What follows belongs to an exercise in optimizing a design on an open flow for small area; a production flow would make more cautious choices. At most, simulation tests tie the RTL to the original design; equivalence was not proved. The RTL of run 1 was laid out without a check of its function. Power is estimated from default activity; no workload was simulated.

==> flow/design.v (outline; a module is shown in full before it is edited, if it fits) <==
// module UART_Buffer: 356 lines
// module TxUART: 51 lines
// module UART: 168 lines
// module PulseWidthModulation: 35 lines
// module ToneDetection: 151 lines
// module CollisionDetection: 163 lines
// module DirectionControl: 192 lines
// module Drive: 282 lines
// module TopModule: 130 lines
module TopModule(
	input clk,
	input rst,
	output hbEnA, 
	output hbEnB, 
	output hbIn1, 
	output hbIn2, 
	output hbIn3,
	output hbIn4,
	input RFS, 
	input RRS,
	input RMS,
	input LFS, 
	input LRS,
	input LMS,
	output sevenSeg0, 
	output sevenSeg1, 
	output sevenSeg2, 
	output sevenSeg3,
	input pushBtn1,
	input pushBtn2,
	input pushBtn3,
	input pushBtn4,
	input bandPass1k,
	input bandPass1_5k,
	input bandPass2k,
	input bandPass2_5k,
	input bandPass3k,
	input colDetF,
	input colDetR, 
	output led1,
	output led2,
	output led3,
	output txData
	);
  // ...
==> flow/flow/run.sh <==
#!/bin/bash
# Layout flow: the standard flow, except that
# - after the standard synthesis the combinational logic is re-mapped for area
#   (flow/reopt.tcl); registers keep their cells and names;
# - ports are buffered with the smallest buffer (BUFFER_PORTS_ARGS);
# - clock tree synthesis runs without dummy loads (CTS_ARGS).
set -euo pipefail
R=orfs/results/${FLOW_PLATFORM}/TopModule/base
bash standard.sh synth > standard_synth.log 2>&1
cp "$R/1_2_yosys.v" std_synth.v
yosys -c flow/reopt.tcl > reopt.log 2>&1
cp reopt.v "$R/1_2_yosys.v"
bash standard.sh \
  "BUFFER_PORTS_ARGS=-buffer_cell sky130_fd_sc_hd__buf_1" \
  "CTS_ARGS=-sink_clustering_enable -repair_clock_nets -dont_use_dummy_load -buf_list sky130_fd_sc_hd__clkbuf_16 -sink_clustering_size 30 -sink_clustering_max_diameter 80" \
  finish > standard_layout.log 2>&1
==> flow/flow/reopt.tcl <==
# Re-map the standard synthesis netlist's combinational logic for area.
# Reads std_synth.v, writes reopt.v. Flip-flops stay as they are (same
# instances, cells and names); every other cell is flattened to its function
# and mapped again by ABC with an area-oriented script.
yosys -import
set lib $::env(FLOW_HOME)/platforms/sky130hd/lib/sky130_fd_sc_hd__tt_025C_1v80.lib
set dont_use {}
foreach c {probe_p_8 probec_p_8 lpflow_bleeder_1
  lpflow_clkbufkapwr_1 lpflow_clkbufkapwr_16 lpflow_clkbufkapwr_2 lpflow_clkbufkapwr_4 lpflow_clkbufkapwr_8
  lpflow_clkinvkapwr_1 lpflow_clkinvkapwr_16 lpflow_clkinvkapwr_2 lpflow_clkinvkapwr_4 lpflow_clkinvkapwr_8
  lpflow_decapkapwr_12 lpflow_decapkapwr_3 lpflow_decapkapwr_4 lpflow_decapkapwr_6 lpflow_decapkapwr_8
  lpflow_inputiso0n_1 lpflow_inputiso0p_1 lpflow_inputiso1n_1 lpflow_inputiso1p_1 lpflow_inputisolatch_1
  lpflow_isobufsrc_1 lpflow_isobufsrc_16 lpflow_isobufsrc_2 lpflow_isobufsrc_4 lpflow_isobufsrc_8
  lpflow_isobufsrckapwr_16 lpflow_lsbuf_lh_hl_isowell_tap_1 lpflow_lsbuf_lh_hl_isowell_tap_2
  lpflow_lsbuf_lh_hl_isowell_tap_4 lpflow_lsbuf_lh_isowell_4 lpflow_lsbuf_lh_isowell_tap_1
  lpflow_lsbuf_lh_isowell_tap_2 lpflow_lsbuf_lh_isowell_tap_4} {
  lappend dont_use -dont_use sky130_fd_sc_hd__$c
}

read_liberty -ignore_miss_func $lib
# keep sequential cells as they are
blackbox sky130_fd_sc_hd__df* sky130_fd_sc_hd__edf* sky130_fd_sc_hd__sdf* sky130_fd_sc_hd__sedf* sky130_fd_sc_hd__dl*
read_verilog std_synth.v
hierarchy -check -top $::env(FLOW_TOP)
flatten
opt_clean
tee -o std_stat.txt stat -liberty $lib
techmap
opt -fast
abc -liberty $lib {*}$dont_use -script "+strash;&get,-n;&st;&deepsyn,-J,30,-T,300;&dch,-f;&nf,-p,-R,1000;&put"
opt_clean -purge
hilomap -singleton -hicell sky130_fd_sc_hd__conb_1 HI -locell sky130_fd_sc_hd__conb_1 LO
insbuf -buf sky130_fd_sc_hd__buf_4 A X
splitnets
opt_clean -purge
tee -o reopt_stat.txt stat -liberty $lib
write_verilog -noattr -nohex -nodec reopt.v

# the written netlist must be complete: every cell a library cell, no undriven net
design -reset
read_liberty -lib $lib
read_verilog reopt.v
hierarchy -check -top $::env(FLOW_TOP)
check -assert -mapped
==> flow/standard.sh <==
#!/bin/bash
# synth_recipe.tcl (not shown) runs the flow's synth.tcl, then flattens the netlist and writes it again
# the make line also repeats each setting of config.mk as NAME=value (left out here)
make -C /OpenROAD-flow-scripts/flow DESIGN_CONFIG=/design/flow/config.mk WORK_HOME=/design/flow/orfs CLKGATE_MAP_FILE= SYNTH_SCRIPT=/design/flow/synth_recipe.tcl "${@:-finish}"
==> flow/config.mk <==
export PLATFORM = sky130hd
export DESIGN_NAME = TopModule
export DESIGN_NICKNAME = TopModule
export VERILOG_FILES = /design/flow/design.v
export SDC_FILE = /design/flow/constraint.sdc
export NUM_CORES = 4
export LEC_CHECK = 0
export CAP_MARGIN = 20
export CORE_MARGIN = 2
export CORE_UTILIZATION = 40
export CTS_BUF_LIST = sky130_fd_sc_hd__clkbuf_16
export CTS_CLUSTER_DIAMETER = 80
export CTS_CLUSTER_SIZE = 30
export SLEW_MARGIN = 20
==> flow/constraint.sdc <==
create_clock -name core_clock -period 10.0 [get_ports {clk}]
set_input_delay 2.0000 -clock core_clock [delete_from_list [all_inputs] [get_ports {clk}]]
set_output_delay 2.0000 -clock core_clock [all_outputs]
set_load 0.01 [all_outputs]
==> out/qor.csv, run 1 <==
stage,metric,value,unit
critical_path,Critical Path AT,5030,ps
grt,initial antenna violation count,0,
placement,dpl cells,1661,
cells_and_area,dominant kind of cell,multi-input gates,
cells_and_area,Post-Layout Inst Area,12200,µm²
cells_and_area,fraction of layout cells with a size suffix above 1,2.08,%
status,status,finished clean,
routing,drt first pass iters,8,
critical_path,CP top delay family,simple AND/OR/NAND/NOR gates,
cells_and_area,clock buf count,14,
critical_path,critical-path maximum fanout,23,
routing,vias per std cell,6.06,
grt,vias in the first global route,9410,
sta,RSZ-0062 raised after global routing,no,
routing,final WL,32.2,mm
clock_tree,Clock Path Buffers,3,
clock_tree,count of hold-fix buffers inserted at cts,0,
critical_path,CP startpoint,myUART.myTxUART.readIdx[0],
clock_tree,worst-skew pair later-pin latency,500,ps
routing,via count,10100,
grt,total gr overflow,0,
cells_and_area,Inserted Diodes,0,
placement,Port Buf Inserts,28,
floorplan,die area,29400,µm²
cells_and_area,Logic inverters,21,
routing,Remaining DRCs,0,
clock_tree,CTS tree,built,
==> module UART, before the edit <==
module UART(
	input rst,
	input clk,
	input [3:0] dirControl,
	input [1:0] driveState,
	output txData,
	input [1:0] junctionState,
	input [2:0] toneDir,
	input [1:0] dirState
   );
parameter PWM_FULL_SPEED_PERCENT_ON = 80;
parameter PWM_HARD_SPEED_PERCENT_ON = 80;
parameter PWM_VEER_SPEED_PERCENT_ON = 42;
parameter PWM_NINETY_SPEED_PERCENT_ON = 50;
parameter PWM_NINETY_FAST_SPEED_PERCENT_ON = 80;
parameter PWM_FREQUENCY  = 80;
parameter PWM_COUNT_FREQ = 50_000/(PWM_FREQUENCY);
parameter PWM_COUNT_FULL_SPEED_ON   = PWM_COUNT_FREQ*PWM_FULL_SPEED_PERCENT_ON/100;
parameter PWM_COUNT_VEER_SPEED_ON   = PWM_COUNT_FREQ*PWM_VEER_SPEED_PERCENT_ON/100;
parameter PWM_COUNT_HARD_SPEED_ON   = PWM_COUNT_FREQ*PWM_HARD_SPEED_PERCENT_ON/100;
parameter PWM_COUNT_NINETY_SPEED_ON   = PWM_COUNT_FREQ*PWM_NINETY_SPEED_PERCENT_ON/100;
parameter PWM_COUNT_NINETY_FAST_SPEED_ON   = PWM_COUNT_FREQ*PWM_NINETY_FAST_SPEED_PERCENT_ON/100;
parameter DRIVE = 2'b00;
parameter COLLISION = 2'b10;
parameter JUNCTION = 2'b11;
parameter DC_PROCEED = 2'b00;
parameter DC_TURN_LEFT = 2'b01;
parameter DC_TURN_RIGHT = 2'b10;
parameter DC_STOP = 2'b11;
parameter DC_FULL = 2'b00;
parameter DC_VEER = 2'b01;
parameter DC_HARD = 2'b10;
parameter TD_FORWARD = 3'b000;
parameter TD_LEFT = 3'b001;
parameter TD_RIGHT = 3'b010;
parameter TD_REVERSE = 3'b011;
parameter TD_STOP = 3'b100;
parameter TD_HOLD = 3'b101;
parameter J_DETECT = 2'b00;
parameter J_MANEUVER = 2'b01;
parameter J_COMPLETE = 2'b10;
parameter HB_RIGHT = 4'b1010;
parameter HB_LEFT = 4'b0101;
parameter HB_STRAIGHT = 4'b0110;
parameter HB_STOP = 4'b0000;
parameter FORWARDS = 1'b1;
parameter REVERSE = 1'b0;
parameter P_IDLE = 0;
parameter P_LOAD_MESSAGE = 1;
parameter P_DC_DIR = 2;
parameter P_DIR_STATE = 3;
parameter P_DRIVE_STATE = 4;
parameter P_JUNCTION_STATE = 5;
parameter P_TONE_DIR = 6;
parameter P_CLEAR_TERM = 7;
parameter CLEAR_SCREEN_COUNT = 30;
parameter C_HOLD_DOWN_SIGNAL = 7_500;
parameter C_HOLD_DOWN_NO_SIGNAL = 7_000;
parameter C_NO_COL_PAUSE = 25_000;
parameter C_FORWARDS = 1;
parameter C_BACKWARDS = 0;
parameter C_NO_COL_DETECT = 0;
parameter C_VALIDATE_SIGNAL = 1;
parameter C_COLLISION_STATE = 2;
parameter C_DRIVE = 1;
parameter C_STOP = 0; 
parameter INTERSECT_TIMER = 20_000;  
parameter NORMAL = 3'b000;
parameter DEBOUNCE = 3'b001;
parameter CHANGE_DIR = 3'b010;
parameter CHK_INTERSECT = 3'b011;
parameter CHK_SKINNY = 3'b100;
parameter SKINNY_MAX = 25_000;
parameter SKINNY_LEFT = SKINNY_MAX/4;
parameter SKINNY_RIGHT = SKINNY_MAX/2+SKINNY_LEFT;
parameter SKINNY_ORIGIN = SKINNY_MAX;
parameter VEER_RIGHT = 4'b10_01;
parameter HARD_RIGHT = 4'b10_10;
parameter NINETY_RIGHT = 4'b10_11;
parameter VEER_LEFT = 4'b01_01;
parameter HARD_LEFT = 4'b01_10;
parameter NINETY_LEFT = 4'b01_11;
parameter PROCEED = 4'b00_00;
parameter STOP = 4'b11_11;
	localparam [7:0] W_IDLE = 8'h21;    
	localparam [7:0] W_DIR = 8'h42;     
	localparam [7:0] W_FIRST = 8'h0a;   
	localparam [7:0] W_STATE = 8'hbc;   
	localparam [7:0] W_DRIVE = 8'hce;   
	localparam [7:0] W_JUNC = 8'h58;    
	localparam [7:0] W_TONE = 8'h66;    
	localparam [7:0] W_CLEAR = 8'h8a;   
	reg [7:0] prepCount;
	wire [7:0] prepNext = {prepCount[6:0], ~(prepCount[7] ^ prepCount[5] ^ prepCount[4] ^ prepCount[3])};
	localparam [4:0] CLEAR_COUNT_END = 5'h10;
	reg [4:0] clearScreenCounter;
	reg longClear;
	reg notEmpty;
	reg [1:0] capDir;
	reg [1:0] capDirState;
	reg [1:0] capDriveState;
	reg [1:0] capJunctionState;
	reg [2:0] capToneDir;
	wire [6:0] readIdx;
	wire [7:0] dout;
	wire lastRead;
	UART_Buffer myUART_Buffer (
		.idx		(readIdx),
		.dirSel		(capDir),
		.dsSel		(capDirState),
		.drvSel		(capDriveState),
		.jsSel		(capJunctionState),
		.toneSel	(capToneDir),
		.dout		(dout)
	);
	TxUART myTxUART(
		.clk (clk),
		.rst (rst),
		.notEmpty (notEmpty),
		.longClear (longClear),
		.dout (dout),
		.readIdx (readIdx),
		.lastRead (lastRead),
		.txData (txData)
	);
	always @(posedge clk)begin
		if(rst)begin
			prepCount <= 0;
			clearScreenCounter <= 0;
			longClear <= 0;
			notEmpty <= 0;
			capDir <= 0;
			capDirState <= 0;
			capDriveState <= 0;
			capJunctionState <= 0;
			capToneDir <= 0;
		end
		else begin
			if(prepCount == W_IDLE)begin
				if(!notEmpty)
					prepCount <= prepNext;
			end
			else if(prepCount == W_CLEAR)
				prepCount <= W_IDLE;
			else
				prepCount <= prepNext;
			if(prepCount == W_FIRST)
				notEmpty <= 1;
			else if(lastRead)
				notEmpty <= 0;
			if(prepCount == W_DIR) capDir <= dirControl[3:2];
			if(prepCount == W_STATE) capDirState <= dirState;
			if(prepCount == W_DRIVE) capDriveState <= driveState;
			if(prepCount == W_JUNC) capJunctionState <= junctionState;
			if(prepCount == W_TONE) capToneDir <= toneDir;
			if(prepCount == W_CLEAR)begin
				if(clearScreenCounter == CLEAR_COUNT_END)begin
					clearScreenCounter <= 0;
					longClear <= 1;
				end
				else begin
					clearScreenCounter <= {clearScreenCounter[3:0], ~(clearScreenCounter[4] ^ clearScreenCounter[2])};
					longClear <= 0;
				end
			end
		end
	end
endmodule
==> module ToneDetection, before the edit <==
module ToneDetection(
	 input clk,
	 input rst,
	 input enableToneDetection,
	 input pushBtn1,
	 input pushBtn2,
	 input pushBtn3,
	 input pushBtn4,
	 input rawBandPass1k,
	 input rawBandPass1_5k,
	 input rawBandPass2k,
	 input rawBandPass2_5k,
	 input rawBandPass3k,
	 output reg [2:0] toneDir
    );
parameter PWM_FULL_SPEED_PERCENT_ON = 80;
parameter PWM_HARD_SPEED_PERCENT_ON = 80;
parameter PWM_VEER_SPEED_PERCENT_ON = 42;
parameter PWM_NINETY_SPEED_PERCENT_ON = 50;
parameter PWM_NINETY_FAST_SPEED_PERCENT_ON = 80;
parameter PWM_FREQUENCY  = 80;
parameter PWM_COUNT_FREQ = 50_000/(PWM_FREQUENCY);
parameter PWM_COUNT_FULL_SPEED_ON   = PWM_COUNT_FREQ*PWM_FULL_SPEED_PERCENT_ON/100;
parameter PWM_COUNT_VEER_SPEED_ON   = PWM_COUNT_FREQ*PWM_VEER_SPEED_PERCENT_ON/100;
parameter PWM_COUNT_HARD_SPEED_ON   = PWM_COUNT_FREQ*PWM_HARD_SPEED_PERCENT_ON/100;
parameter PWM_COUNT_NINETY_SPEED_ON   = PWM_COUNT_FREQ*PWM_NINETY_SPEED_PERCENT_ON/100;
parameter PWM_COUNT_NINETY_FAST_SPEED_ON   = PWM_COUNT_FREQ*PWM_NINETY_FAST_SPEED_PERCENT_ON/100;
parameter DRIVE = 2'b00;
parameter COLLISION = 2'b10;
parameter JUNCTION = 2'b11;
parameter DC_PROCEED = 2'b00;
parameter DC_TURN_LEFT = 2'b01;
parameter DC_TURN_RIGHT = 2'b10;
parameter DC_STOP = 2'b11;
parameter DC_FULL = 2'b00;
parameter DC_VEER = 2'b01;
parameter DC_HARD = 2'b10;
parameter TD_FORWARD = 3'b000;
parameter TD_LEFT = 3'b001;
parameter TD_RIGHT = 3'b010;
parameter TD_REVERSE = 3'b011;
parameter TD_STOP = 3'b100;
parameter TD_HOLD = 3'b101;
parameter J_DETECT = 2'b00;
parameter J_MANEUVER = 2'b01;
parameter J_COMPLETE = 2'b10;
parameter HB_RIGHT = 4'b1010;
parameter HB_LEFT = 4'b0101;
parameter HB_STRAIGHT = 4'b0110;
parameter HB_STOP = 4'b0000;
parameter FORWARDS = 1'b1;
parameter REVERSE = 1'b0;
parameter P_IDLE = 0;
parameter P_LOAD_MESSAGE = 1;
parameter P_DC_DIR = 2;
parameter P_DIR_STATE = 3;
parameter P_DRIVE_STATE = 4;
parameter P_JUNCTION_STATE = 5;
parameter P_TONE_DIR = 6;
parameter P_CLEAR_TERM = 7;
parameter CLEAR_SCREEN_COUNT = 30;
parameter C_HOLD_DOWN_SIGNAL = 7_500;
parameter C_HOLD_DOWN_NO_SIGNAL = 7_000;
parameter C_NO_COL_PAUSE = 25_000;
parameter C_FORWARDS = 1;
parameter C_BACKWARDS = 0;
parameter C_NO_COL_DETECT = 0;
parameter C_VALIDATE_SIGNAL = 1;
parameter C_COLLISION_STATE = 2;
parameter C_DRIVE = 1;
parameter C_STOP = 0; 
parameter INTERSECT_TIMER = 20_000;  
parameter NORMAL = 3'b000;
parameter DEBOUNCE = 3'b001;
parameter CHANGE_DIR = 3'b010;
parameter CHK_INTERSECT = 3'b011;
parameter CHK_SKINNY = 3'b100;
parameter SKINNY_MAX = 25_000;
parameter SKINNY_LEFT = SKINNY_MAX/4;
parameter SKINNY_RIGHT = SKINNY_MAX/2+SKINNY_LEFT;
parameter SKINNY_ORIGIN = SKINNY_MAX;
parameter VEER_RIGHT = 4'b10_01;
parameter HARD_RIGHT = 4'b10_10;
parameter NINETY_RIGHT = 4'b10_11;
parameter VEER_LEFT = 4'b01_01;
parameter HARD_LEFT = 4'b01_10;
parameter NINETY_LEFT = 4'b01_11;
parameter PROCEED = 4'b00_00;
parameter STOP = 4'b11_11;
	localparam [14:0] TONE_HELD = 15'h6f73;  
	function [14:0] step;
		input [14:0] q;
		step = {q[13:0], ~(q[14] ^ q[13])};
	endfunction
	reg [14:0] stopCount;
	reg [14:0] leftCount;
	reg [14:0] rightCount;
	reg [14:0] reverseCount;
	reg [14:0] straightCount;
	reg [4:0] bufferBandPass;
	reg [4:0] bandPass;
	wire isStop = bandPass[0];
	wire isStraight = !isStop && (pushBtn1 || bandPass[1]);
	wire isLeft = !isStop && !isStraight && (pushBtn2 || bandPass[2]);
	wire isRight = !isStop && !isStraight && !isLeft && (pushBtn3 || bandPass[3]);
	wire isReverse = !isStop && !isStraight && !isLeft && !isRight && (pushBtn4 || bandPass[4]);
	wire hit = (isStop && stopCount == TONE_HELD) ||
	           (isStraight && straightCount == TONE_HELD) ||
	           (isLeft && leftCount == TONE_HELD) ||
	           (isRight && rightCount == TONE_HELD) ||
	           (isReverse && reverseCount == TONE_HELD);
	always@(posedge clk)begin
	if(rst)begin
		bufferBandPass <= 0;
		bandPass <= 0;
		toneDir <= TD_HOLD;
		stopCount <= 0;
		leftCount <= 0;
		rightCount <= 0;
		reverseCount <= 0;
		straightCount <= 0;
	end
	else begin
		bufferBandPass <= {rawBandPass3k, rawBandPass2_5k, rawBandPass2k, rawBandPass1_5k, rawBandPass1k};
		bandPass <= bufferBandPass;
		if(!enableToneDetection || hit)begin
			stopCount <= 0;
			leftCount <= 0;
			rightCount <= 0;
			reverseCount <= 0;
			straightCount <= 0;
		end
		else begin
			if(isStop) stopCount <= step(stopCount);
			if(isStraight) straightCount <= step(straightCount);
			if(isLeft) leftCount <= step(leftCount);
			if(isRight) rightCount <= step(rightCount);
			if(isReverse) reverseCount <= step(reverseCount);
		end
		if(!enableToneDetection)
			toneDir <= TD_HOLD;
		else if(hit)begin
			if(isStop) toneDir <= TD_STOP;
			else if(isStraight) toneDir <= TD_FORWARD;
			else if(isLeft) toneDir <= TD_LEFT;
			else if(isRight) toneDir <= TD_RIGHT;
			else toneDir <= TD_REVERSE;
		end
	end
	end
endmodule
==> module Drive, before the edit <==
module Drive(
	input clk,
	input rst,
	input colDetect,
	input [3:0] dirControl,
	input veerSpeedPwm,
	input fullSpeedPwm,
	input ninetySpeedPwm,
	input [2:0] toneDir,
	output hbIn1,
	output hbIn2,
	output hbIn3,
	output hbIn4,
	output reg enableToneDetection,
	output reg hbEnA,
	output reg hbEnB,
	output reg [1:0] driveState,
	output reg direction,
	output reg [1:0] junctionState,
	input [1:0] leadSense
	);
parameter PWM_FULL_SPEED_PERCENT_ON = 80;
parameter PWM_HARD_SPEED_PERCENT_ON = 80;
parameter PWM_VEER_SPEED_PERCENT_ON = 42;
parameter PWM_NINETY_SPEED_PERCENT_ON = 50;
parameter PWM_NINETY_FAST_SPEED_PERCENT_ON = 80;
parameter PWM_FREQUENCY  = 80;
parameter PWM_COUNT_FREQ = 50_000/(PWM_FREQUENCY);
parameter PWM_COUNT_FULL_SPEED_ON   = PWM_COUNT_FREQ*PWM_FULL_SPEED_PERCENT_ON/100;
parameter PWM_COUNT_VEER_SPEED_ON   = PWM_COUNT_FREQ*PWM_VEER_SPEED_PERCENT_ON/100;
parameter PWM_COUNT_HARD_SPEED_ON   = PWM_COUNT_FREQ*PWM_HARD_SPEED_PERCENT_ON/100;
parameter PWM_COUNT_NINETY_SPEED_ON   = PWM_COUNT_FREQ*PWM_NINETY_SPEED_PERCENT_ON/100;
parameter PWM_COUNT_NINETY_FAST_SPEED_ON   = PWM_COUNT_FREQ*PWM_NINETY_FAST_SPEED_PERCENT_ON/100;
parameter DRIVE = 2'b00;
parameter COLLISION = 2'b10;
parameter JUNCTION = 2'b11;
parameter DC_PROCEED = 2'b00;
parameter DC_TURN_LEFT = 2'b01;
parameter DC_TURN_RIGHT = 2'b10;
parameter DC_STOP = 2'b11;
parameter DC_FULL = 2'b00;
parameter DC_VEER = 2'b01;
parameter DC_HARD = 2'b10;
parameter TD_FORWARD = 3'b000;
parameter TD_LEFT = 3'b001;
parameter TD_RIGHT = 3'b010;
parameter TD_REVERSE = 3'b011;
parameter TD_STOP = 3'b100;
parameter TD_HOLD = 3'b101;
parameter J_DETECT = 2'b00;
parameter J_MANEUVER = 2'b01;
parameter J_COMPLETE = 2'b10;
parameter HB_RIGHT = 4'b1010;
parameter HB_LEFT = 4'b0101;
parameter HB_STRAIGHT = 4'b0110;
parameter HB_STOP = 4'b0000;
parameter FORWARDS = 1'b1;
parameter REVERSE = 1'b0;
parameter P_IDLE = 0;
parameter P_LOAD_MESSAGE = 1;
parameter P_DC_DIR = 2;
parameter P_DIR_STATE = 3;
parameter P_DRIVE_STATE = 4;
parameter P_JUNCTION_STATE = 5;
parameter P_TONE_DIR = 6;
parameter P_CLEAR_TERM = 7;
parameter CLEAR_SCREEN_COUNT = 30;
parameter C_HOLD_DOWN_SIGNAL = 7_500;
parameter C_HOLD_DOWN_NO_SIGNAL = 7_000;
parameter C_NO_COL_PAUSE = 25_000;
parameter C_FORWARDS = 1;
parameter C_BACKWARDS = 0;
parameter C_NO_COL_DETECT = 0;
parameter C_VALIDATE_SIGNAL = 1;
parameter C_COLLISION_STATE = 2;
parameter C_DRIVE = 1;
parameter C_STOP = 0; 
parameter INTERSECT_TIMER = 20_000;  
parameter NORMAL = 3'b000;
parameter DEBOUNCE = 3'b001;
parameter CHANGE_DIR = 3'b010;
parameter CHK_INTERSECT = 3'b011;
parameter CHK_SKINNY = 3'b100;
parameter SKINNY_MAX = 25_000;
parameter SKINNY_LEFT = SKINNY_MAX/4;
parameter SKINNY_RIGHT = SKINNY_MAX/2+SKINNY_LEFT;
parameter SKINNY_ORIGIN = SKINNY_MAX;
parameter VEER_RIGHT = 4'b10_01;
parameter HARD_RIGHT = 4'b10_10;
parameter NINETY_RIGHT = 4'b10_11;
parameter VEER_LEFT = 4'b01_01;
parameter HARD_LEFT = 4'b01_10;
parameter NINETY_LEFT = 4'b01_11;
parameter PROCEED = 4'b00_00;
parameter STOP = 4'b11_11;
	reg dirPrev;
	reg [3:0] regHbDrive;
	reg [2:0] junctionManeuver;
	reg [16:0] timer;
	reg straightPhase;
	localparam [16:0] T_25000 = 17'h13f18;
	localparam [16:0] T_50000 = 17'h0bbc3;
	localparam [16:0] T_74999 = 17'h1f5cd;
	localparam [16:0] T_125000 = 17'h11d08;
	wire [16:0] timerNext = {timer[15:0], ~(timer[16] ^ timer[13])};
	wire [3:0] regHbRight = dirPrev ? HB_RIGHT : ~HB_RIGHT;
	wire [3:0] regHbLeft = dirPrev ? HB_LEFT : ~HB_LEFT;
	wire [3:0] regHbStraight = dirPrev ? HB_STRAIGHT : ~HB_STRAIGHT;
	assign hbIn1 = regHbDrive[0];
	assign hbIn2 = regHbDrive[1];
	assign hbIn3 = regHbDrive[2];
	assign hbIn4 = regHbDrive[3];
	always @(posedge clk) begin
	if(rst)begin
		enableToneDetection <= 0;
		hbEnA <= 0;
		hbEnB <= 0;
		driveState <= DRIVE;
		direction <= FORWARDS;
		dirPrev <= FORWARDS;
		regHbDrive <= 0;
		junctionState <= J_COMPLETE;
		junctionManeuver <= TD_HOLD;
		timer <= 0;
		straightPhase <= 0;
	end
	else begin
		dirPrev <= direction;
		case(driveState)
			DRIVE: begin
				if(!colDetect) begin
					driveState <= COLLISION;
				end
				else if(dirControl[3:2] == DC_TURN_LEFT)begin
					if(dirControl[1:0] == DC_VEER)begin
						hbEnA <= veerSpeedPwm;
						hbEnB <= fullSpeedPwm;
						regHbDrive <= regHbStraight;
					end
					else if(dirControl[1:0] == DC_HARD) begin
						hbEnA <= veerSpeedPwm;
						hbEnB <= fullSpeedPwm;
						regHbDrive <= regHbLeft;
					end
					else if(dirControl[1:0] == DC_STOP) begin
						hbEnA <= (direction == FORWARDS) ? ninetySpeedPwm : fullSpeedPwm;
						hbEnB <= ninetySpeedPwm;
						regHbDrive <= regHbLeft;
					end
				end
				else if(dirControl[3:2] == DC_TURN_RIGHT) begin
					if(dirControl[1:0] == DC_VEER) begin
						hbEnA <= fullSpeedPwm;
						hbEnB <= veerSpeedPwm;
						regHbDrive <= regHbStraight;
					end
					else if(dirControl[1:0] == DC_HARD) begin
						hbEnA <= fullSpeedPwm;
						hbEnB <= veerSpeedPwm;
						regHbDrive <= regHbRight;
					end
					else if(dirControl[1:0] == DC_STOP) begin
						hbEnA <= ninetySpeedPwm;
						hbEnB <= (direction == FORWARDS) ? ninetySpeedPwm : fullSpeedPwm;
						regHbDrive <= regHbRight;
					end
				end
				else if(dirControl[3:2] == DC_PROCEED) begin
					if(dirControl[1:0] == 2'b00) begin
						hbEnA <= fullSpeedPwm;
						hbEnB <= fullSpeedPwm;
						regHbDrive <= regHbStraight;
					end
				end
				else begin
					hbEnA <= 0;
					hbEnB <= 0;
					regHbDrive <= HB_STOP;
					driveState <= JUNCTION;
				end
			end
			COLLISION: begin
				if (colDetect) begin
					timer <= timerNext;
					if (timer == T_25000) begin
						driveState <= DRIVE;
						timer <= 0;
					end
				end
				hbEnA <= fullSpeedPwm;
				hbEnB <= fullSpeedPwm;
				regHbDrive <= HB_STOP;
			end
			JUNCTION: begin
				case(junctionState)
					J_DETECT: begin
						enableToneDetection <= 1;
						if(toneDir <= TD_STOP)begin
							junctionState <= J_MANEUVER;
							junctionManeuver <= toneDir;
						end
						if(toneDir == TD_FORWARD)
							direction <= FORWARDS;
						else if(toneDir == TD_REVERSE)
							direction <= REVERSE;
					end
					J_MANEUVER: begin
						enableToneDetection <= 0;
						timer <= timerNext;
						if(junctionManeuver == TD_FORWARD || junctionManeuver == TD_REVERSE)begin
							if(timer != T_50000)begin
								hbEnA <= fullSpeedPwm;
								hbEnB <= fullSpeedPwm;
								regHbDrive <= regHbStraight;
								if(leadSense)begin
									driveState <= DRIVE;
									junctionState <= J_COMPLETE;
									timer <= 0;
									straightPhase <= 0;
								end
							end
							else begin
								timer <= 0;
								straightPhase <= 0;
								junctionState <= J_COMPLETE;
								driveState <= DRIVE;
							end
						end
						else if(junctionManeuver == TD_LEFT || junctionManeuver == TD_RIGHT)begin
							if(!straightPhase)begin
								hbEnA <= ninetySpeedPwm;
								hbEnB <= ninetySpeedPwm;
								regHbDrive <= (junctionManeuver == TD_LEFT) ? regHbLeft : regHbRight;
								if(timer == T_74999)
									straightPhase <= 1;
							end
							else if(timer != T_125000)begin
								hbEnA <= fullSpeedPwm;
								hbEnB <= fullSpeedPwm;
								regHbDrive <= regHbStraight;
								if(leadSense)begin
									driveState <= DRIVE;
									junctionState <= J_COMPLETE;
									timer <= 0;
									straightPhase <= 0;
								end
							end
							else begin
								timer <= 0;
								straightPhase <= 0;
								junctionState <= J_COMPLETE;
								driveState <= DRIVE;
							end
						end
						else if(junctionManeuver == TD_STOP)begin
							if(timer != T_25000)begin
								hbEnA <= fullSpeedPwm;
								hbEnB <= fullSpeedPwm;
								regHbDrive <= HB_STOP;
							end
							else begin
								timer <= 0;
								straightPhase <= 0;
								junctionState <= J_COMPLETE;
								driveState <= DRIVE;
							end
						end
						else begin
							timer <= 0;
							junctionState <= J_COMPLETE;
							junctionManeuver <= 5;
						end
					end
					J_COMPLETE: begin
						junctionState <= J_DETECT;
					end
				endcase
			end
		endcase
	end
	end
endmodule
==> run 2: changes to the inputs <==
--- a/flow/design.v
+++ b/flow/design.v
@@ -615,7 +615,2 @@
 			notEmpty <= 0;
-			capDir <= 0;
-			capDirState <= 0;
-			capDriveState <= 0;
-			capJunctionState <= 0;
-			capToneDir <= 0;
 		end
@@ -634,7 +629,2 @@
 				notEmpty <= 0;
-			if(prepCount == W_DIR) capDir <= dirControl[3:2];
-			if(prepCount == W_STATE) capDirState <= dirState;
-			if(prepCount == W_DRIVE) capDriveState <= driveState;
-			if(prepCount == W_JUNC) capJunctionState <= junctionState;
-			if(prepCount == W_TONE) capToneDir <= toneDir;
 			if(prepCount == W_CLEAR)begin
@@ -651,2 +641,9 @@
 	end
+	always @(posedge clk)begin
+		if(prepCount == W_DIR) capDir <= dirControl[3:2];
+		if(prepCount == W_STATE) capDirState <= dirState;
+		if(prepCount == W_DRIVE) capDriveState <= driveState;
+		if(prepCount == W_JUNC) capJunctionState <= junctionState;
+		if(prepCount == W_TONE) capToneDir <= toneDir;
+	end
 endmodule
@@ -801,13 +798,2 @@
 	always@(posedge clk)begin
-	if(rst)begin
-		bufferBandPass <= 0;
-		bandPass <= 0;
-		toneDir <= TD_HOLD;
-		stopCount <= 0;
-		leftCount <= 0;
-		rightCount <= 0;
-		reverseCount <= 0;
-		straightCount <= 0;
-	end
-	else begin
 		bufferBandPass <= {rawBandPass3k, rawBandPass2_5k, rawBandPass2k, rawBandPass1_5k, rawBandPass1k};
@@ -838,3 +824,2 @@
 	end
-	end
 endmodule
@@ -1294,3 +1279,5 @@
 	reg dirPrev;
-	reg [3:0] regHbDrive;
+	reg hbA;       
+	reg hbB;       
+	reg hbStop;    
 	reg [2:0] junctionManeuver;
@@ -1306,6 +1293,16 @@
 	wire [3:0] regHbStraight = dirPrev ? HB_STRAIGHT : ~HB_STRAIGHT;
-	assign hbIn1 = regHbDrive[0];
-	assign hbIn2 = regHbDrive[1];
-	assign hbIn3 = regHbDrive[2];
-	assign hbIn4 = regHbDrive[3];
+	assign hbIn1 = hbA;
+	assign hbIn2 = !hbA && !hbStop;
+	assign hbIn3 = hbB;
+	assign hbIn4 = !hbB && !hbStop;
+	task setHb;
+		input [3:0] pattern;
+		begin
+			hbA <= pattern[0];
+			hbB <= pattern[2];
+			hbStop <= (pattern == HB_STOP);
+		end
+	endtask
+	always @(posedge clk)
+		dirPrev <= direction;
 	always @(posedge clk) begin
@@ -1317,4 +1314,5 @@
 		direction <= FORWARDS;
-		dirPrev <= FORWARDS;
-		regHbDrive <= 0;
+		hbA <= 0;
+		hbB <= 0;
+		hbStop <= 1;
 		junctionState <= J_COMPLETE;
@@ -1325,3 +1323,2 @@
 	else begin
-		dirPrev <= direction;
 		case(driveState)
@@ -1335,3 +1332,3 @@
 						hbEnB <= fullSpeedPwm;
-						regHbDrive <= regHbStraight;
+						setHb(regHbStraight);
 					end
@@ -1340,3 +1337,3 @@
 						hbEnB <= fullSpeedPwm;
-						regHbDrive <= regHbLeft;
+						setHb(regHbLeft);
 					end
@@ -1345,3 +1342,3 @@
 						hbEnB <= ninetySpeedPwm;
-						regHbDrive <= regHbLeft;
+						setHb(regHbLeft);
 					end
@@ -1352,3 +1349,3 @@
 						hbEnB <= veerSpeedPwm;
-						regHbDrive <= regHbStraight;
+						setHb(regHbStraight);
 					end
@@ -1357,3 +1354,3 @@
 						hbEnB <= veerSpeedPwm;
-						regHbDrive <= regHbRight;
+						setHb(regHbRight);
 					end
@@ -1362,3 +1359,3 @@
 						hbEnB <= (direction == FORWARDS) ? ninetySpeedPwm : fullSpeedPwm;
-						regHbDrive <= regHbRight;
+						setHb(regHbRight);
 					end
@@ -1369,3 +1366,3 @@
 						hbEnB <= fullSpeedPwm;
-						regHbDrive <= regHbStraight;
+						setHb(regHbStraight);
 					end
@@ -1375,3 +1372,3 @@
 					hbEnB <= 0;
-					regHbDrive <= HB_STOP;
+					setHb(HB_STOP);
 					driveState <= JUNCTION;
@@ -1389,3 +1386,3 @@
 				hbEnB <= fullSpeedPwm;
-				regHbDrive <= HB_STOP;
+				setHb(HB_STOP);
 			end
@@ -1411,3 +1408,3 @@
 								hbEnB <= fullSpeedPwm;
-								regHbDrive <= regHbStraight;
+								setHb(regHbStraight);
 								if(leadSense)begin
@@ -1430,3 +1427,3 @@
 								hbEnB <= ninetySpeedPwm;
-								regHbDrive <= (junctionManeuver == TD_LEFT) ? regHbLeft : regHbRight;
+								setHb((junctionManeuver == TD_LEFT) ? regHbLeft : regHbRight);
 								if(timer == T_74999)
@@ -1437,3 +1434,3 @@
 								hbEnB <= fullSpeedPwm;
-								regHbDrive <= regHbStraight;
+								setHb(regHbStraight);
 								if(leadSense)begin
@@ -1456,3 +1453,3 @@
 								hbEnB <= fullSpeedPwm;
-								regHbDrive <= HB_STOP;
+								setHb(HB_STOP);
 							end
--- a/flow/flow/reopt.tcl
+++ b/flow/flow/reopt.tcl
@@ -29,3 +29,3 @@
 opt -fast
-abc -liberty $lib {*}$dont_use -script "+strash;&get,-n;&st;&deepsyn,-J,30,-T,300;&dch,-f;&nf,-p,-R,1000;&put"
+abc -liberty $lib {*}$dont_use -script "+strash;&get,-n;&st;&deepsyn,-J,30,-T,300;&put;dch,-f;amap;mfs2;&get,-n;&dch,-f;&nf,-p,-R,1000;&put"
 opt_clean -purge
==> run 2 against run 1 <==
  * Die area fell by 1.5%
  * Still clean
  * Clock-buffer cell count fell by 1
  * Register-to-register slack improved by 490 ps
  * Total power fell by 5.8%
  * Sequential power barely moved
  * Via count fell by 2.4%
  * Critical path type is now primary input to flop
  * Fmax rose by 6.6%
==> out/qor.csv, run 2 <==
stage,metric,value,unit,change
status,status,finished clean,,unchanged
clock_tree,H-tree Lvls,1,,unchanged
grt,pin count of the biggest net entering global routing,57,,was 61
grt,first-pass GRT wire length,49.7,mm,was 51.2 mm
sta,clock skew,50.4,ps,was 56.4 ps
cells_and_area,synthesis-to-layout area growth,8.50,%,was 8.94%
synth,Synth Warn #,8,,unchanged
floorplan,# rows,60,,was 61
routing,initial DRC count,950,,was 1024
critical_path,reg2reg path depth,12,,was 15
sta,crit path time final,4390,ps,was 4680 ps
cells_and_area,fraction of layout cells with a size suffix above 1,2.14,%,was 2.08%
placement,Place WS,5080,ps,was 5330 ps
cells_and_area,Post-Route Utilization,44.4,%,was 44.1%
routing,Remaining DRCs,0,,unchanged
power_and_ir_drop,Pwr Density,140,nW/µm²,was 146 nW/µm²
cells_and_area,"most common cell after layout, fill and taps aside",dfxtp_1,,unchanged
sta,Final WS setup,5610,ps,was 5320 ps
sta,Final Cycle Share,43.9,%,was 46.8%
routing,vias per std cell,6.19,,was 6.06
sta,worst rel slew slack,37.0,%,was 23.8%
grt,GRT Util Overall,21.2,%,was 21.7%
clock_tree,PostCTS Resize Cnt,0,,unchanged
clock_tree,clk slew on worst S/H paths,110,ps,about the same
grt,total gr overflow,0,,unchanged
worst_hold_path,hold path depth,0,,was 1
clock_tree,Clock Path Buffers,3,,unchanged
sta,Final Hold Vio Count,0,,unchanged
floorplan,Die W,170,µm,was 172 µm
routing,number of nets still failing antenna checks after routing,0,,unchanged
power_and_ir_drop,Max VDD drop,0.000123,V,was 0.000131 V
routing,WL/cell,19.3,µm,was 19.2 µm
placement,Port Buf Inserts,28,,unchanged
grt,initial antenna violation count,0,,unchanged
clock_tree,CTS sink cnt,257,,was 258
cells_and_area,layout net count,1281,,was 1318
floorplan,Die H,170,µm,was 172 µm
critical_path,Critical Path AT,4840,ps,was 5030 ps
routing,drt first pass iters,5,,was 8
synth,"Cell Area, Synth",11100,µm²,was 11200 µm²
clock_tree,CTS tree,built,,unchanged
floorplan,initial core utilization,40.9,%,was 40.5%
clock_tree,total CTS buffers,13,,was 14
clock_tree,worst-skew pair later-pin latency,490,ps,was 500 ps
critical_path,critical path class,primary input to flop,,was flop to flop
cells_and_area,Finished Layout Cells,1601,,was 1675
cells_and_area,Inserted Diodes,0,,unchanged
routing,via count,9907,,was 10.1k
power_and_ir_drop,leakage,0.00415,µW,was 0.00431 µW
sta,RSZ-0062 raised after global routing,no,,unchanged
grt,vias in the first global route,9157,,was 9410
cells_and_area,max reg flops,17,,unchanged
sta,Pins Over Slew Limit,0,,unchanged
placement,DP Wirelength,21.9,mm,was 23.3 mm
sta,# setup viols final,0,,unchanged
critical_path,Required @ worst endpoint,10440,ps,was 10350 ps
critical_path,CP Capture Type,flop,,unchanged
placement,GP Congestion,0.981,,was 1.02
cells_and_area,Largest Register,myDrive.timer,,unchanged
sta,Setup TNS,0,ps,unchanged
floorplan,CORE AREA,27000,µm²,was 27700 µm²
routing,final WL,30.9,mm,was 32.2 mm
synth,Post-Synthesis Cells,1210,,was 1244
critical_path,CP startpoint kind,primary input,,was flop
clock_tree,count of hold-fix buffers inserted at cts,0,,unchanged
sta,Worst Max-Slew Pin Slew,942,ps,was 1130 ps
worst_hold_path,Hold/Removal Path Class,flop to flop,,unchanged
critical_path,critical-path maximum fanout,15,,was 23
clock_tree,Post-CTS Setup Bufs,0,,unchanged
run,Max Cap Viol,0,,unchanged
floorplan,# IOs,33,,unchanged
placement,dpl cells,1588,,was 1661
clock_tree,root buffer cell,clkbuf_16,,unchanged
floorplan,die area,29000,µm²,was 29400 µm²
synth,Avg Inst Size Synth,9.14,µm²,was 9.02 µm²
cells_and_area,most frequent cells in the layout,"dfxtp_1 (246), a22o_1 (141), nor2_1 (134), nand2_1 (105), a21oi_1 (62)",,"was dfxtp_1 (258), a22o_1 (142), nor2_1 (141), nand2_1 (107), a21oi_1 (57)"
sta,Achievable Freq,0.228,GHz,was 0.214 GHz
run 2: cell type report:
class                   instances  area [µm²]
clock buffers                  13         325
fillers                      2694       15000
repair buffers                 38         181
multi-input cells             935        5750
inverters                      17        63.8
flip-flops and latches        257        5260
well taps                     341         427
run 2: metrics by stage:
step,total power [µW],instance area (µm²),hold slack [ps]
2_1_floorplan,1130,11100,310
5_1_grt,1750,12000,347
4_1_cts,1700,12000,341
3_3_place_gp,1160,11700,311
6_report,1680,12000,339
3_5_place_dp,1160,11700,316
run 2: routing by layer:
metal,track usage [%],part of all wire (%),up-vias
met5,0,0,-
met4,9.92,4.8,0
met3,2.70,6.7,116
met2,33.5,44,426
met1,28.9,44,4654
li1,-,-,4711
run 2: worst max-delay path: stages:
cell     delay [ps]
buf_1            80
nor3_1          310
nand2_1         110
nor3_1          170
or2_0           220
or4_1           140
o41ai_1          90
nor2_1          400
nand2_1         290
nor2_1          780
a22o_1          240
run 2: worst paths after layout:
check	from	endpoint	slack, ps
max	pushBtn1	myToneDetection.rightCount[11]	5610
max reg2reg	myUART.myTxUART.readIdx[2]	myUART.myTxUART.txData	5810
min	myToneDetection.bufferBandPass[0]	myToneDetection.bandPass[0]	340
min reg2reg	myToneDetection.bufferBandPass[0]	myToneDetection.bandPass[0]	340
run 2: power breakdown:
part	switching (µW)	internal (µW)	total [µW]	leakage, µW
combinational	44.7	26.2	70.9	0.00189
clock	304	235	539	0.000160
sequential	20.2	1050	1070	0.00210
==> run 3: changes to the inputs <==
--- a/flow/flow/run.sh
+++ b/flow/flow/run.sh
@@ -14,3 +14,3 @@
   "BUFFER_PORTS_ARGS=-buffer_cell sky130_fd_sc_hd__buf_1" \
-  "CTS_ARGS=-sink_clustering_enable -repair_clock_nets -dont_use_dummy_load -buf_list sky130_fd_sc_hd__clkbuf_16 -sink_clustering_size 30 -sink_clustering_max_diameter 80" \
+  "CTS_ARGS=-sink_clustering_enable -repair_clock_nets -dont_use_dummy_load -buf_list {sky130_fd_sc_hd__clkbuf_8 sky130_fd_sc_hd__clkbuf_16} -sink_clustering_size 30 -sink_clustering_max_diameter 80" \
   finish > standard_layout.log 2>&1
==> run 3 against run 2 <==
  * Routed wire length is the same
  * First-iteration DRC count did not move
  * Global-route usage stayed put
  * Clock skew unchanged
  * Non-clock buffer count did not move
  * Largest cell class unchanged
  * Sequential power about the same
  * Largest power group unchanged
  * Combinational power about the same
  * Area after synthesis unchanged
  * Fmax unchanged
==> out/qor.csv, run 3 <==
stage,metric,value,unit,change
placement,Port Buf Inserts,28,,unchanged
clock_tree,worst-skew pair later-pin latency,490,ps,about the same
cells_and_area,max reg flops,17,,unchanged
routing,final WL,30.9,mm,unchanged
power_and_ir_drop,clock share of power,32.1,%,about the same
clock_tree,clk slew on worst S/H paths,110,ps,about the same
routing,vias per std cell,6.19,,unchanged
routing,Remaining DRCs,0,,unchanged
cells_and_area,Inserted Diodes,0,,unchanged
floorplan,Die H,170,µm,unchanged
routing,via count,9907,,unchanged
cells_and_area,Post-Route Utilization,44.4,%,unchanged
clock_tree,H-tree Lvls,1,,unchanged
synth,Synth Warn #,8,,unchanged
sta,Setup TNS,0,ps,unchanged
cells_and_area,synthesis-to-layout area growth,8.50,%,unchanged
grt,pin count of the biggest net entering global routing,57,,unchanged
status,status,finished clean,,unchanged
sta,Pins Over Slew Limit,0,,unchanged
sta,worst rel slew slack,37.0,%,unchanged
critical_path,critical path class,primary input to flop,,unchanged
synth,"Cell Area, Synth",11100,µm²,unchanged
routing,number of nets still failing antenna checks after routing,0,,unchanged
cells_and_area,footprint of the multi-input gates,5750,µm²,unchanged
sta,clock skew,50.4,ps,unchanged
clock_tree,CTS tree,built,,unchanged
power_and_ir_drop,Switch Pwr,369,µW,unchanged
critical_path,critical-path maximum fanout,15,,unchanged
critical_path,Critical Path AT,4840,ps,about the same
synth,Post-Synthesis Cells,1210,,unchanged
sta,RSZ-0062 raised after global routing,no,,unchanged
sta,Achievable Freq,0.228,GHz,unchanged
routing,initial DRC count,950,,unchanged
critical_path,CP Cell Sequence,"buf_1, nor3_1, nand2_1, nor3_1, or2_0, or4_1, o41ai_1, nor2_1, nand2_1, nor2_1, a22o_1",,unchanged
clock_tree,count of hold-fix buffers inserted at cts,0,,unchanged
floorplan,# rows,60,,unchanged
critical_path,reg2reg path depth,12,,unchanged
clock_tree,root buffer cell,clkbuf_16,,unchanged
floorplan,# IOs,33,,unchanged
grt,total gr overflow,0,,unchanged
power_and_ir_drop,Pwr Density,140,nW/µm²,unchanged
routing,WL/cell,19.3,µm,unchanged
grt,GRT Util Overall,21.2,%,unchanged
floorplan,initial core utilization,40.9,%,unchanged
critical_path,critical path's largest stage delay,780,ps,about the same
power_and_ir_drop,leakage,0.00415,µW,unchanged
power_and_ir_drop,Int Power,1310,µW,unchanged
worst_hold_path,Hold/Removal Path Class,flop to flop,,unchanged
sta,Min Hold Slack,339,ps,unchanged
critical_path,Required @ worst endpoint,10440,ps,about the same
floorplan,CORE AREA,27000,µm²,unchanged
floorplan,die area,29000,µm²,unchanged
cells_and_area,Largest Register,myDrive.timer,,unchanged
power_and_ir_drop,sequential power share,63.7,%,about the same
grt,initial antenna violation count,0,,unchanged
routing,drt first pass iters,5,,unchanged
critical_path,CP Capture Type,flop,,unchanged
cells_and_area,"most common cell after layout, fill and taps aside",dfxtp_1,,unchanged
power_and_ir_drop,Max VDD drop,0.000123,V,unchanged
grt,first-pass GRT wire length,49.7,mm,unchanged
clock_tree,total CTS buffers,13,,unchanged
power_and_ir_drop,Final Total Pwr,1680,µW,unchanged
clock_tree,CTS sink cnt,257,,unchanged
clock_tree,PostCTS Resize Cnt,0,,unchanged
sta,Final Cycle Share,43.9,%,unchanged
run,Max Cap Viol,0,,unchanged
cells_and_area,layout net count,1281,,unchanged
sta,# setup viols final,0,,unchanged
power_and_ir_drop,switching share of power,22.0,%,unchanged
cells_and_area,fraction of layout cells with a size suffix above 1,2.14,%,unchanged
cells_and_area,FILL cells,2694,,unchanged
synth,Avg Inst Size Synth,9.14,µm²,unchanged
critical_path,CP max stage cell,nor2_1,,unchanged
sta,Worst Max-Slew Pin Slew,942,ps,unchanged
cells_and_area,most frequent cells in the layout,"dfxtp_1 (246), a22o_1 (141), nor2_1 (134), nand2_1 (105), a21oi_1 (62)",,unchanged
grt,vias in the first global route,9157,,unchanged
cells_and_area,Storage cell area,5260,µm²,unchanged
sta,Final Hold Vio Count,0,,unchanged
power_and_ir_drop,Comb power frac,4.2,%,about the same
clock_tree,Clock Path Buffers,3,,unchanged
critical_path,CP startpoint kind,primary input,,unchanged
floorplan,Die W,170,µm,unchanged
clock_tree,Post-CTS Setup Bufs,0,,unchanged
placement,DP Wirelength,21.9,mm,unchanged
sta,crit path time final,4390,ps,unchanged
placement,GP Congestion,0.981,,unchanged
worst_hold_path,hold path depth,0,,unchanged
run 3: cell counts in the layout (fill, tap and decap cells not counted):
Identical to the previous run, type by type.
run 3: path summary, 6_finish.rpt:
path	start	endpoint	slack, ps
max	pushBtn1	myToneDetection.rightCount[11]	5610
min	myToneDetection.bufferBandPass[0]	myToneDetection.bandPass[0]	340
max reg2reg	myUART.myTxUART.readIdx[2]	myUART.myTxUART.txData	5810
min reg2reg	myToneDetection.bufferBandPass[0]	myToneDetection.bandPass[0]	340
run 3: metal layers:
metal | GRT usage [%] | share of wire [%] | vias up
met3 | 2.70 | 6.7 | 116
li1 | - | - | 4711
met2 | 33.5 | 44 | 426
met4 | 9.92 | 4.8 | 0
met1 | 28.9 | 44 | 4654
met5 | 0 | 0 | -
run 3: per-stage QoR:
| step | instances | cell area, µm² | worst slack, ps |
|---|---|---|---|
| final | 1601 | 12000 | 5610 |
| after CTS | 1601 | 12000 | 5600 |
| after global placement | 1588 | 11700 | 5240 |
| after floorplan | 1213 | 11100 | 5590 |
| after global routing | 1601 | 12000 | 5180 |
| after detailed placement | 1588 | 11700 | 5080 |
run 3: power groups by stage:
stage                     clock, µW  combinational (µW)  sequential (µW)
after detailed placement          0                70.6             1090
final                           539                70.9             1070
after CTS                       559                70.9             1070
after global routing            596                79.9             1070
after global placement            0                69.8             1090
after floorplan                   0                48.4             1090
run 3: worst max-delay path, delay by kind of cell:
kind / cells / cell delay, ps
and+or+nand+nor: 8 / 2420
buffers and inverters: 1 / 80
AOI/OAI and AO/OA: 2 / 330
run 3: area by class of cell:
cell class	instances	share of cell area (%)
Sequential cell	257	43.8
Inverter	17	0.532
Tap cell	341	3.56
Timing Repair Buffer	38	1.51
Clock buffer	13	2.71
Multi-Input combinational cell	935	47.9
==> module TopModule, before the edit <==
module TopModule(
	input clk,
	input rst,
	output hbEnA, 
	output hbEnB, 
	output hbIn1, 
	output hbIn2, 
	output hbIn3,
	output hbIn4,
	input RFS, 
	input RRS,
	input RMS,
	input LFS, 
	input LRS,
	input LMS,
	output sevenSeg0, 
	output sevenSeg1, 
	output sevenSeg2, 
	output sevenSeg3,
	input pushBtn1,
	input pushBtn2,
	input pushBtn3,
	input pushBtn4,
	input bandPass1k,
	input bandPass1_5k,
	input bandPass2k,
	input bandPass2_5k,
	input bandPass3k,
	input colDetF,
	input colDetR, 
	output led1,
	output led2,
	output led3,
	output txData
	);
	wire colDetect;
	wire [3:0] dirControl;
	wire fullSpeedPwm;
	wire veerSpeedPwm;
	wire ninetySpeedPwm;
	wire [2:0] toneDir;
	wire [1:0] driveState;
	wire direction;
	wire enableToneDetection;
	wire [1:0] junctionState;
	wire [1:0] dirState;
	wire [1:0] leadSense;
	assign sevenSeg0 = 1;
	assign sevenSeg1 = 1;
	assign sevenSeg2 = 1;
	assign sevenSeg3 = 1;
	DirectionControl myDirectionControl(
		.clk (clk),
		.rst (rst),
		.RFS (RFS),
		.RRS (RRS),
		.RMS (RMS),
		.LFS (LFS),
		.LRS (LRS),
		.LMS (LMS),
		.direction (direction),
		.DIR (dirControl),
		.state (dirState),
		.leadSens (leadSense)
	);
	CollisionDetection myCollisionDetection(
		.clk (clk),
		.rst (rst),
		.direction (direction),
		.colDetFrontRaw (colDetF),
		.colDetRearRaw (colDetR),
		.led1 (led1),
		.led2 (led2),
		.led3 (led3),
		.colDetect (colDetect)
	);
	ToneDetection myToneDetection (
		.clk (clk),
		.rst (rst),
		.enableToneDetection (enableToneDetection),
		.pushBtn1 (pushBtn1),
		.pushBtn2 (pushBtn2),
		.pushBtn3 (pushBtn3),
		.pushBtn4 (pushBtn4),
		.rawBandPass1k (bandPass1k),
		.rawBandPass1_5k (bandPass1_5k),
		.rawBandPass2k (bandPass2k),
		.rawBandPass2_5k (bandPass2_5k),
		.rawBandPass3k (bandPass3k),
		.toneDir (toneDir)
	);
	UART myUART(
		.clk (clk),
		.rst (rst),
		.dirControl (dirControl),
		.driveState (driveState),
		.txData (txData),
		.junctionState (junctionState),
		.toneDir (toneDir),
		.dirState (dirState)
	);
	PulseWidthModulation myPulseWidthModulation(
		.clk (clk),
		.rst (rst),
		.fullSpeedPwm (fullSpeedPwm),
		.veerSpeedPwm (veerSpeedPwm),
		.ninetySpeedPwm (ninetySpeedPwm)
	);
	Drive myDrive(
		.clk (clk),
		.rst (rst),
		.colDetect (colDetect),
		.dirControl (dirControl),
		.veerSpeedPwm (veerSpeedPwm),
		.fullSpeedPwm (fullSpeedPwm),
		.ninetySpeedPwm (ninetySpeedPwm),
		.toneDir (toneDir),
		.hbIn1 (hbIn1),
		.hbIn2 (hbIn2),
		.hbIn3 (hbIn3),
		.hbIn4 (hbIn4),
		.hbEnA (hbEnA),
		.hbEnB (hbEnB),
		.driveState (driveState),
		.direction (direction),
		.enableToneDetection (enableToneDetection),
		.junctionState (junctionState),
		.leadSense (leadSense)
	);
endmodule
==> run 4: changes to the inputs <==
--- a/flow/design.v
+++ b/flow/design.v
@@ -699,3 +699,6 @@
 	 input rawBandPass3k,
-	 output reg [2:0] toneDir
+	 output reg [2:0] toneDir,
+	 input [14:0] stopCount,
+	 output stopAdvance,
+	 output toneClear
     );
@@ -780,3 +783,2 @@
 	endfunction
-	reg [14:0] stopCount;
 	reg [14:0] leftCount;
@@ -797,2 +799,4 @@
 	           (isReverse && reverseCount == TONE_HELD);
+	assign stopAdvance = isStop;
+	assign toneClear = !enableToneDetection || hit;
 	always@(posedge clk)begin
@@ -801,3 +805,2 @@
 		if(!enableToneDetection || hit)begin
-			stopCount <= 0;
 			leftCount <= 0;
@@ -808,3 +811,2 @@
 		else begin
-			if(isStop) stopCount <= step(stopCount);
 			if(isStraight) straightCount <= step(straightCount);
@@ -1202,3 +1204,6 @@
 	output reg [1:0] junctionState,
-	input [1:0] leadSense
+	input [1:0] leadSense,
+	input stopAdvance,
+	input toneClear,
+	output [14:0] stopCount
 	);
@@ -1290,2 +1295,4 @@
 	wire [16:0] timerNext = {timer[15:0], ~(timer[16] ^ timer[13])};
+	wire [16:0] stopNext = {timer[15:0], ~(timer[14] ^ timer[13])};
+	assign stopCount = timer[14:0];
 	wire [3:0] regHbRight = dirPrev ? HB_RIGHT : ~HB_RIGHT;
@@ -1395,3 +1402,8 @@
 							junctionManeuver <= toneDir;
+							timer <= 0;
 						end
+						else if(toneClear)
+							timer <= 0;
+						else if(stopAdvance)
+							timer <= stopNext;
 						if(toneDir == TD_FORWARD)
@@ -1525,2 +1537,5 @@
 	wire [1:0] leadSense;
+	wire [14:0] stopCount;
+	wire stopAdvance;
+	wire toneClear;
 	assign sevenSeg0 = 1;
@@ -1567,3 +1582,6 @@
 		.rawBandPass3k (bandPass3k),
-		.toneDir (toneDir)
+		.toneDir (toneDir),
+		.stopCount (stopCount),
+		.stopAdvance (stopAdvance),
+		.toneClear (toneClear)
 	);
@@ -1605,3 +1623,6 @@
 		.junctionState (junctionState),
-		.leadSense (leadSense)
+		.leadSense (leadSense),
+		.stopAdvance (stopAdvance),
+		.toneClear (toneClear),
+		.stopCount (stopCount)
 	);
--- a/flow/flow/run.sh
+++ b/flow/flow/run.sh
@@ -14,3 +14,3 @@
   "BUFFER_PORTS_ARGS=-buffer_cell sky130_fd_sc_hd__buf_1" \
-  "CTS_ARGS=-sink_clustering_enable -repair_clock_nets -dont_use_dummy_load -buf_list {sky130_fd_sc_hd__clkbuf_8 sky130_fd_sc_hd__clkbuf_16} -sink_clustering_size 30 -sink_clustering_max_diameter 80" \
+  "CTS_ARGS=-sink_clustering_enable -repair_clock_nets -dont_use_dummy_load -buf_list sky130_fd_sc_hd__clkbuf_16 -sink_clustering_size 30 -sink_clustering_max_diameter 80" \
   finish > standard_layout.log 2>&1
==> run 4 against run 3 <==
  * Sequential share of layout area fell by 1.3 points
  * Via count decreased by 0.80%
  * Synthesized cell count decreased by 0.58%
  * Setup slack lost 650 ps
  * Total power is 3.9% lower
  * Fmax down 13%
  * Routed wire length increased by 3.9%
  * Die area is 3.2% lower
  * Largest cell class unchanged
  * Highest routed layer unchanged
  * First-iteration DRC count up 33%
==> out/qor.csv, run 4 <==
stage,metric,value,unit,change
status,status,finished clean,,unchanged
critical_path,crit path buf inv count,1,,unchanged
placement,GP Congestion,1.00,,was 0.981
clock_tree,H-tree Lvls,1,,unchanged
routing,Remaining DRCs,0,,unchanged
cells_and_area,fraction of layout cells with a size suffix above 1,2.47,%,was 2.14%
critical_path,CP Cell Sequence,"buf_1, or3_1, nor2_1, nand4_1, and3_1, and2_0, nand2_1, or3_1, nor2_1, o22ai_1, nor2_2, a211oi_1, nor2b_1, a22o_1",,"was buf_1, nor3_1, nand2_1, nor3_1, or2_0, or4_1, o41ai_1, nor2_1, nand2_1, nor2_1, a22o_1"
critical_path,CP startpoint,pushBtn1,,unchanged
grt,initial antenna violation count,0,,unchanged
clock_tree,count of hold-fix buffers inserted at cts,0,,unchanged
critical_path,CP startpoint kind,primary input,,unchanged
cells_and_area,Inserted Diodes,0,,unchanged
routing,vias per std cell,6.17,,was 6.19
floorplan,# rows,59,,was 60
synth,Post-Synthesis Cells,1203,,was 1210
sta,Min Hold Slack,337,ps,was 339 ps
floorplan,Die W,168,µm,was 170 µm
sta,Pins Over Slew Limit,0,,unchanged
grt,total gr overflow,0,,unchanged
power_and_ir_drop,Final Total Pwr,1610,µW,was 1680 µW
routing,drt first pass iters,6,,was 5
clock_tree,worst-skew pair later-pin latency,480,ps,was 490 ps
grt,first-pass GRT wire length,50.9,mm,was 49.7 mm
critical_path,Reg-to-Reg Start,myUART.myTxUART.readIdx[6],,was myUART.myTxUART.readIdx[2]
sta,Setup TNS,0,ps,unchanged
placement,DP Wirelength,22.9,mm,was 21.9 mm
sta,worst rel slew slack,31.0,%,was 37.0%
clock_tree,Post-CTS Setup Bufs,0,,unchanged
grt,GRT Util Overall,22.2,%,was 21.2%
worst_hold_path,Hold/Removal Path Class,flop to flop,,unchanged
critical_path,CP top delay family,simple AND/OR/NAND/NOR gates,,unchanged
critical_path,CP Capture Type,flop,,unchanged
power_and_ir_drop,Pwr Density,138,nW/µm²,was 140 nW/µm²
cells_and_area,synthesis-to-layout area growth,8.90,%,was 8.50%
sta,Achievable Freq,0.198,GHz,was 0.228 GHz
power_and_ir_drop,leakage,0.00401,µW,was 0.00415 µW
clock_tree,root buffer cell,clkbuf_16,,unchanged
routing,initial DRC count,1262,,was 950
sta,Final Hold Vio Count,0,,unchanged
synth,"Cell Area, Synth",10700,µm²,was 11100 µm²
clock_tree,PostCTS Resize Cnt,0,,unchanged
grt,pin count of the biggest net entering global routing,51,,was 57
clock_tree,clk slew on worst S/H paths,90,ps,was 110 ps
floorplan,# IOs,33,,unchanged
clock_tree,CTS sink cnt,242,,was 257
critical_path,critical path's largest stage delay,750,ps,was 780 ps
sta,crit path time final,5040,ps,was 4390 ps
cells_and_area,most frequent cells in the layout,"dfxtp_1 (231), nor2_1 (142), a22o_1 (127), nand2_1 (112), a21oi_1 (67)",,"was dfxtp_1 (246), a22o_1 (141), nor2_1 (134), nand2_1 (105), a21oi_1 (62)"
clock_tree,total CTS buffers,13,,unchanged
floorplan,die area,28100,µm²,was 29000 µm²
sta,RSZ-0062 raised after global routing,no,,unchanged
floorplan,initial core utilization,41.0,%,was 40.9%
critical_path,CP max stage cell,nor2b_1,,was nor2_1
synth,Synth Warn #,8,,unchanged
grt,vias in the first global route,9251,,was 9157
clock_tree,Clock Path Buffers,3,,unchanged
routing,WL/cell,20.2,µm,was 19.3 µm
sta,Worst Max-Slew Pin Slew,1010,ps,was 942 ps
cells_and_area,"most common cell after layout, fill and taps aside",dfxtp_1,,unchanged
critical_path,critical-path maximum fanout,19,,was 15
cells_and_area,max reg flops,17,,unchanged
critical_path,critical path class,primary input to flop,,unchanged
routing,via count,9828,,was 9907
sta,clock skew,45.4,ps,was 50.4 ps
sta,Final Cycle Share,50.4,%,was 43.9%
placement,Port Buf Inserts,28,,unchanged
synth,Avg Inst Size Synth,8.90,µm²,was 9.14 µm²
floorplan,CORE AREA,26100,µm²,was 27000 µm²
run,Max Cap Viol,0,,unchanged
routing,number of nets still failing antenna checks after routing,0,,unchanged
cells_and_area,FILL cells,2615,,was 2694
worst_hold_path,critical hold path startpoint,myToneDetection.bufferBandPass[2],,was myToneDetection.bufferBandPass[0]
routing,final WL,32.1,mm,was 30.9 mm
critical_path,Critical Path AT,5450,ps,was 4840 ps
power_and_ir_drop,Max VDD drop,0.000125,V,was 0.000123 V
cells_and_area,Largest Register,myDrive.timer,,unchanged
clock_tree,CTS tree,built,,unchanged
floorplan,Die H,168,µm,was 170 µm
sta,# setup viols final,0,,unchanged
critical_path,Required @ worst endpoint,10410,ps,was 10440 ps
cells_and_area,layout net count,1278,,was 1281
run 4: final timing paths:
check	slack [ps]	endpoint	cells after the start
worst max-delay path	4960	myDrive.timer[2]	14
worst max register to register	5420	myUART.myTxUART.txData	18
worst min register to register	340	myToneDetection.bandPass[2]	0
worst min-delay path	340	myToneDetection.bandPass[2]	0
run 4: layout make-up:
| class | instances | area (µm²) | area share (%) |
|---|---|---|---|
| repair buffers | 42 | 211 | 1.81 |
| clock buffers | 13 | 325 | 2.79 |
| multi-input cells | 944 | 5680 | 48.8 |
| flip-flops and latches | 242 | 4950 | 42.5 |
| well taps | 335 | 419 | 3.60 |
| inverters | 16 | 60.1 | 0.515 |
run 4: metrics by stage:
step / utilization (%) / instances / worst slack, ps / cell area [µm²]
2_1_floorplan: - / 1206 / 5130 / 10700
3_3_place_gp: 43.3 / 1579 / 4480 / 11300
3_5_place_dp: 43.3 / 1579 / 4390 / 11300
4_1_cts: 44.6 / 1592 / 4870 / 11700
5_1_grt: 44.6 / 1592 / 4550 / 11700
6_report: 44.6 / 1592 / 4960 / 11700
run 4: worst reg2reg max path, delay by kind of cell (launching register included):
| kind | cells | cell delay (ps) |
|---|---|---|
| buffers and inverters | 1 | 250 |
| flip-flops | 1 | 320 |
| AO/OA/AOI/OAI | 9 | 1730 |
| AND/OR/NAND/NOR | 8 | 2180 |
run 4: where the power goes:
group	leakage [µW]	total (µW)	internal, µW	switching, µW
Sequential	0.00198	1010	989	22.2
Combinational	0.00186	81.9	31.8	50.0
Clock	0.000160	519	234	285
Total	0.00401	1610	1260	357
run 4: layer usage:
layer	wire length (µm)	global-route usage [%]	up-vias
met5	0	0	-
met4	1630	10.4	0
met3	2420	3.92	139
met2	13700	33.8	458
met1	14300	30.8	4557
li1	-	-	4674

-- what the ideal ports hide --
The flow's constraints put no driver on any port. The routed layouts listed below were extracted and timed again, unchanged, in two steps. Step 1 (the two cells are an assumption about what drives the block):
set clk [get_ports {clk}]
set_driving_cell -lib_cell sky130_fd_sc_hd__clkbuf_16 $clk
set_driving_cell -lib_cell sky130_fd_sc_hd__buf_2 [delete_from_list [all_inputs] $clk]
Step 2 times the ports against the registers' clock, not the clock port: input delays grow and output delays shrink by t, the midpoint of the rising clock arrivals with the driver on. Slacks: no drivers / after step 1 / after step 2; pairs: no drivers / after step 1.
run	t, ns	setup slack, ns	hold WS [ns]	worst setup path after step 2	worst register clock-pin slew, ns
run 1	0.520	5.317 / 5.317 / 5.317	0.439 / 0.439 / 0.439	register to register	0.11 / 0.11
run 2	0.516	5.606 / 5.633 / 5.116	0.339 / 0.339 / 0.339	input to register	0.11 / 0.11
run 3	0.516	5.606 / 5.633 / 5.116	0.339 / 0.339 / 0.339	input to register	0.11 / 0.11
run 4	0.502	4.955 / 4.971 / 4.468	0.337 / 0.337 / 0.337	input to register	0.11 / 0.11
After both steps every run listed still meets setup and hold.
